Source: an optimization exercise on an open RTL-to-GDS flow (aim: small area). Production flows keep margins and buffers that such runs may drop. At most, simulation tests tie the RTL to the original design; equivalence was not proved. No driver is modelled on the clock port, so clock power and skew are understated where the tree is cut down; a real chip needs a root buffer or a tree. Power and IR drop assume default switching activity.

Setup of run A:
## i2s
module i2s(
    input               rst_i,
    input               mck_i,
    input               lrck_i,
    input               bck_i,
    input               data_i,
    output              mck_o,
    output              lrck_o,
    output              data_o,
    output reg          sdo,
    output reg          sync
);
assign  mck_o = mck_i;
assign  lrck_o = lrck_i;
assign  data_o = data_i;
reg     lr1;
reg     d0;
always @(negedge bck_i) begin
    lr1 <= rst_i & lrck_i;
    d0 <= data_i;
end
localparam [1:0] CMD = 2'd0, D1 = 2'd2, D2 = 2'd3, IDLE = 2'd1;
localparam [7:0] FB = 8'b00101101;
reg         lr2;
reg [6:0]   dl;
reg [31:0]  sh;
reg [1:0]   ph;
reg [2:0]   k;       
reg         f;
wire start = lr1 ^ lr2;
wire load = !rst_i || start;
wire trans = k == 3'd1;     
wire data = ph == D1 || ph == D2;
wire pu = f & ~lr1;
wire dbit = f ? ~lr1 : sh[31];
wire cbit = pu ? (k == 3'd4 || k == 3'd0)
               : (k == 3'd6 || (trans && !lr1));
always @(posedge bck_i) begin
    lr2 <= lr1;
    dl <= {dl[5] ^ (ph == CMD && trans), dl[4:0], d0};   
    if (data)
        sh <= {sh[30:16], sh[15] & ~f, sh[14:0], dl[6]};
    if (load) begin
        k <= 3'd2;
        ph <= CMD;
    end
    else begin
        k <= {k[1:0], FB[k]};
        if (trans)
            case (ph)
                CMD: ph <= D1;
  ...
==> module i2s, before the edit <==
module i2s(
    input               rst_i,
    input               mck_i,
    input               lrck_i,
    input               bck_i,
    input               data_i,
    output              mck_o,
    output              lrck_o,
    output              data_o,
    output reg          sdo,
    output reg          sync
);
assign  mck_o = mck_i;
assign  lrck_o = lrck_i;
assign  data_o = data_i;
reg     lr1;
reg     d0;
always @(negedge bck_i) begin
    lr1 <= rst_i & lrck_i;
    d0 <= data_i;
end
localparam [1:0] CMD = 2'd0, D1 = 2'd2, D2 = 2'd3, IDLE = 2'd1;
localparam [7:0] FB = 8'b00101101;
reg         lr2;
reg [6:0]   dl;
reg [31:0]  sh;
reg [1:0]   ph;
reg [2:0]   k;       
reg         f;
wire start = lr1 ^ lr2;
wire load = !rst_i || start;
wire trans = k == 3'd1;     
wire data = ph == D1 || ph == D2;
wire pu = f & ~lr1;
wire dbit = f ? ~lr1 : sh[31];
wire cbit = pu ? (k == 3'd4 || k == 3'd0)
               : (k == 3'd6 || (trans && !lr1));
always @(posedge bck_i) begin
    lr2 <= lr1;
    dl <= {dl[5] ^ (ph == CMD && trans), dl[4:0], d0};   
    if (data)
        sh <= {sh[30:16], sh[15] & ~f, sh[14:0], dl[6]};
    if (load) begin
        k <= 3'd2;
        ph <= CMD;
    end
    else begin
        k <= {k[1:0], FB[k]};
        if (trans)
            case (ph)
                CMD: ph <= D1;
                D1: ph <= D2;
                D2: ph <= IDLE;
                default: ph <= IDLE;
            endcase
    end
    if (!rst_i)
        f <= 1'b1;
    else if (start && !lr1)
        f <= 1'b0;
    if (rst_i) begin
        sync <= !start && ph == IDLE;
        sdo <= data ? dbit : (ph == CMD && cbit);
    end
end
endmodule
==> flow/config.mk <==
export PLATFORM = sky130hd
export DESIGN_NAME = i2s
export DESIGN_NICKNAME = i2s
export VERILOG_FILES = /design/flow/design.v
export SDC_FILE = /design/flow/constraint.sdc
export NUM_CORES = 4
export LEC_CHECK = 0
export CAP_MARGIN = 20
export CORE_MARGIN = 2
export CORE_UTILIZATION = 40
export SLEW_MARGIN = 20
==> flow/constraint.sdc <==
create_clock -name core_clock -period 10.0 [get_ports {bck_i}]
set_input_delay 2.0000 -clock core_clock [delete_from_list [all_inputs] [get_ports {bck_i}]]
set_output_delay 2.0000 -clock core_clock [all_outputs]
set_load 0.01 [all_outputs]
standard.sh (not shown) runs the stock make flow with config.mk's settings and CLKGATE_MAP_FILE= SYNTH_SCRIPT=/design/flow/synth_recipe.tcl, a recipe that flattens the netlist after the stock synthesis.
==> flow/flow/run.sh <==
#!/bin/bash
# The standard layout (standard.sh), with these changes:
#  - ports are buffered with buf_1 instead of the default clkdlybuf4s50_1;
#  - the clock tree is a flat one (flow/flat_cts.tcl): the clock port drives
#    4 sky130_fd_sc_hd__clkbuf_4 cells, each driving a cluster of nearby clock sinks;
#  - power recovery (downsizing off the critical paths) after global routing,
#    followed by another design repair (flow/post_grt.tcl).
# make's output goes to standard.log, each step's log to orfs/logs/.
set -euo pipefail
export BUFFER_PORTS_ARGS="-buffer_cell sky130_fd_sc_hd__buf_1"
export PRE_CTS_TCL="$PWD/flow/flat_cts.tcl"
export POST_GLOBAL_ROUTE_TCL="$PWD/flow/post_grt.tcl"
export FLAT_CTS_N=4
export FLAT_CTS_CELL=sky130_fd_sc_hd__clkbuf_4
export FLAT_CTS_NET=bck_i
export FLAT_CTS_KEEP_INVERTERS=0
export RECOVER_POWER=0
bash standard.sh > standard.log 2>&1
Other scripts of this flow, unchanged in this note and not shown: flow/flow/flat_cts.tcl, flow/flow/post_grt.tcl
diff inputs: run A => run D
-- flow/design.v --
<<< run A, line 21
end
localparam [1:0] CMD = 2'd0, D1 = 2'd2, D2 = 2'd3, IDLE = 2'd1;
localparam [7:0] FB = 8'b00101101;
reg         lr2;
reg [6:0]   dl;
>>> run D, line 21
end
localparam [1:0] CMD = 2'd0, D1 = 2'd2, D2 = 2'd3, IDLE = 2'd1;
localparam [7:0] FB = 8'b01001011;
reg         lr2;
reg [6:0]   dl;
<<< run A, line 30
wire start = lr1 ^ lr2;
wire load = !rst_i || start;
wire trans = k == 3'd1;     
wire data = ph == D1 || ph == D2;
wire pu = f & ~lr1;
wire dbit = f ? ~lr1 : sh[31];
wire cbit = pu ? (k == 3'd4 || k == 3'd0)
               : (k == 3'd6 || (trans && !lr1));
always @(posedge bck_i) begin
    lr2 <= lr1;
>>> run D, line 30
wire start = lr1 ^ lr2;
wire load = !rst_i || start;
wire trans = k == 3'd7;     
wire data = ph == D1 || ph == D2;
wire pu = f & ~lr1;
wire dbit = f ? ~lr1 : sh[31];
wire cbit = pu ? (k == 3'd1 || k == 3'd3)
               : (k == 3'd0 || (trans && !lr1));
always @(posedge bck_i) begin
    lr2 <= lr1;
<<< run A, line 42
        sh <= {sh[30:16], sh[15] & ~f, sh[14:0], dl[6]};
    if (load) begin
        k <= 3'd2;
        ph <= CMD;
    end
>>> run D, line 42
        sh <= {sh[30:16], sh[15] & ~f, sh[14:0], dl[6]};
    if (load) begin
        k <= 3'd6;
        ph <= CMD;
    end
--- outcome ---
NOTE first-pass GRT wire length run A->run D decreased by a little under 10%. Result for run D and run A: all clean. Critical path's slowest cell: and2_1 -> run A, buf_1 -> run D. NOTE met2 wirelength from detailed routing run A->run D decreased by a little under 10%. The compound-gate portion of the synthesized area was comparable across run D and run A. Run D vs. run A: diode insertion count for antenna repair saw little to no change; overall via count from detail_route shows no meaningful change. Peak supply drop was lower in the run labelled run D. Diff run A -> run D: slack of the worst reg-to-reg path lost 0.04 ns, number of instances in the synthesized netlist fell by 1.2%. Row number of non-clock inverters in the layout: run D lower / run A higher. | worst setup slack after layout | run D vs run A | worse |. Run A -> run D: number of cell instances on the worst register-to-register path delta 0, exact match. The estimated power of run D ends up higher than the estimate for run A.
No functional check of the RTL was part of any run of this note. No run of this note takes its clock network from TritonCTS; it comes from the design's own scripts or RTL.

* * *

## run P
The RTL this note starts from:
==> flow/design.v <==
module i2s(
    input               rst_i,
    input               mck_i,
    input               lrck_i,
    input               bck_i,
    input               data_i,
    output              mck_o,
    output              lrck_o,
    output              data_o,
    output reg          sdo,
    output reg          sync
);
assign  mck_o = mck_i;
assign  lrck_o = lrck_i;
assign  data_o = data_i;
reg     lr1;
reg     d0;
always @(negedge bck_i) begin
    lr1 <= rst_i & lrck_i;
    d0 <= data_i;
end
localparam [1:0] CMD = 2'd0, D1 = 2'd2, D2 = 2'd3, IDLE = 2'd1;
localparam [7:0] FB = 8'b01001011;
reg         lr2;
reg [6:0]   dl;
reg [31:0]  sh;
reg [1:0]   ph;
reg [2:0]   k;       
reg         f;
wire start = lr1 ^ lr2;
wire load = !rst_i || start;
wire trans = k == 3'd7;     
wire data = ph == D1 || ph == D2;
wire pu = f & ~lr1;
wire dbit = f ? ~lr1 : sh[31];
wire cbit = pu ? (k == 3'd1 || k == 3'd3)
               : (k == 3'd0 || (trans && !lr1));
always @(posedge bck_i) begin
    lr2 <= lr1;
    dl <= {dl[5:0], d0};
    if (data)
        sh <= {sh[30:16], sh[15] & ~f, sh[14:0], dl[6] ^ (ph == D1 && k == 3'd6)};
    if (load) begin
        k <= 3'd6;
        ph <= CMD;
    end
    else begin
        k <= {k[1:0], FB[k]};
        if (trans)
            case (ph)
                CMD: ph <= D1;
                D1: ph <= D2;
                D2: ph <= IDLE;
                default: ph <= IDLE;
            endcase
    end
    if (!rst_i)
        f <= 1'b1;
    else if (start && !lr1)
        f <= 1'b0;
    if (rst_i) begin
        sync <= !start && ph == IDLE;
        sdo <= data ? dbit : (ph == CMD && cbit);
    end
end
endmodule
Settings: LEC_CHECK=0, CAP_MARGIN=20, CORE_MARGIN=2, CORE_UTILIZATION=40, SLEW_MARGIN=20; clock period 10.0 ns.
==> flow/flow/run.sh <==
#!/bin/bash
# The standard layout (standard.sh), with these changes:
#  - ports are buffered with buf_1 instead of the default clkdlybuf4s50_1;
#  - the clock tree is a flat one (flow/flat_cts.tcl): the clock port drives
#    4 sky130_fd_sc_hd__clkbuf_4 cells, each driving a cluster of nearby clock sinks;
#  - power recovery (downsizing off the critical paths) after global routing,
#    followed by another design repair (flow/post_grt.tcl).
# make's output goes to standard.log, each step's log to orfs/logs/.
set -euo pipefail
export BUFFER_PORTS_ARGS="-buffer_cell sky130_fd_sc_hd__buf_1"
export PRE_CTS_TCL="$PWD/flow/flat_cts.tcl"
export POST_GLOBAL_ROUTE_TCL="$PWD/flow/post_grt.tcl"
export FLAT_CTS_N=4
export FLAT_CTS_CELL=sky130_fd_sc_hd__clkbuf_4
export FLAT_CTS_NET=bck_i
export FLAT_CTS_KEEP_INVERTERS=0
export FLAT_CTS_UNBUFFER=1
export RECOVER_POWER=0
bash standard.sh > standard.log 2>&1
Other scripts of this flow, unchanged in this note and not shown: flow/flow/flat_cts.tcl, flow/flow/post_grt.tcl
Run P finished all stages; the layout is clean.
Modified inputs, run Z compared to run P
--- a/flow/design.v
+++ b/flow/design.v
@@ -19,30 +19,30 @@
     lr1 <= rst_i & lrck_i;
     d0 <= data_i;
 end
 localparam [1:0] CMD = 2'd0, D1 = 2'd2, D2 = 2'd3, IDLE = 2'd1;
-localparam [7:0] FB = 8'b01001011;
+localparam [7:0] FB = 8'b00101101;
 reg         lr2;
 reg [6:0]   dl;
 reg [31:0]  sh;
 reg [1:0]   ph;
 reg [2:0]   k;       
 reg         f;
 wire start = lr1 ^ lr2;
 wire load = !rst_i || start;
-wire trans = k == 3'd7;     
+wire trans = k == 3'd1;     
 wire data = ph == D1 || ph == D2;
 wire pu = f & ~lr1;
 wire dbit = f ? ~lr1 : sh[31];
-wire cbit = pu ? (k == 3'd1 || k == 3'd3)
-               : (k == 3'd0 || (trans && !lr1));
+wire cbit = pu ? (k == 3'd4 || k == 3'd0)
+               : (k == 3'd6 || (trans && !lr1));
 always @(posedge bck_i) begin
     lr2 <= lr1;
-    dl <= {dl[5:0], d0};
+    dl <= {dl[5] ^ (ph == CMD && trans), dl[4:0], d0};   
     if (data)
-        sh <= {sh[30:16], sh[15] & ~f, sh[14:0], dl[6] ^ (ph == D1 && k == 3'd6)};
+        sh <= {sh[30:16], sh[15] & ~f, sh[14:0], dl[6]};
     if (load) begin
-        k <= 3'd6;
+        k <= 3'd2;
         ph <= CMD;
     end
     else begin
         k <= {k[1:0], FB[k]};
Findings:
In run Z, the compound-gate portion of the synthesized area came out 0.16 points above the value in run P. Cmp run Z and run P / synthesized-area fraction occupied by xor and xnor cells / higher: run P. Taking run P over run Z, the HPWL reported at the end of detailed placement ratio works out to 0.828. Run P -> run Z: smallest setup slack after layout flat. Via count shrinks slightly when moving from run P to run Z. Run Z: global-route usage is 0.66 points higher than what run P reported. Note that the combinational power recorded for run P amounts to 1.18 times the value seen in run Z. As far as synthesized area is concerned, run Z and run P perform about the same. Relative to run P, final cell count without fillers increased by 1 in run Z. Compared with run P, run Z shows a multi-input gate share of the layout cell area that is 0.16 points lower. In run Z relative to run P, total power had gone down by a few percent. Delta (run Z minus run P): area enclosed by the die boundary has remained practically unchanged; insertion delay to the later sink of the worst-skew pair shows no meaningful change; total routed wirelength shows an increase of 130 um.
The RTL of run Z was laid out without a check of its function. In every run of this note, the design's own scripts or RTL, not TritonCTS, make the clock network.
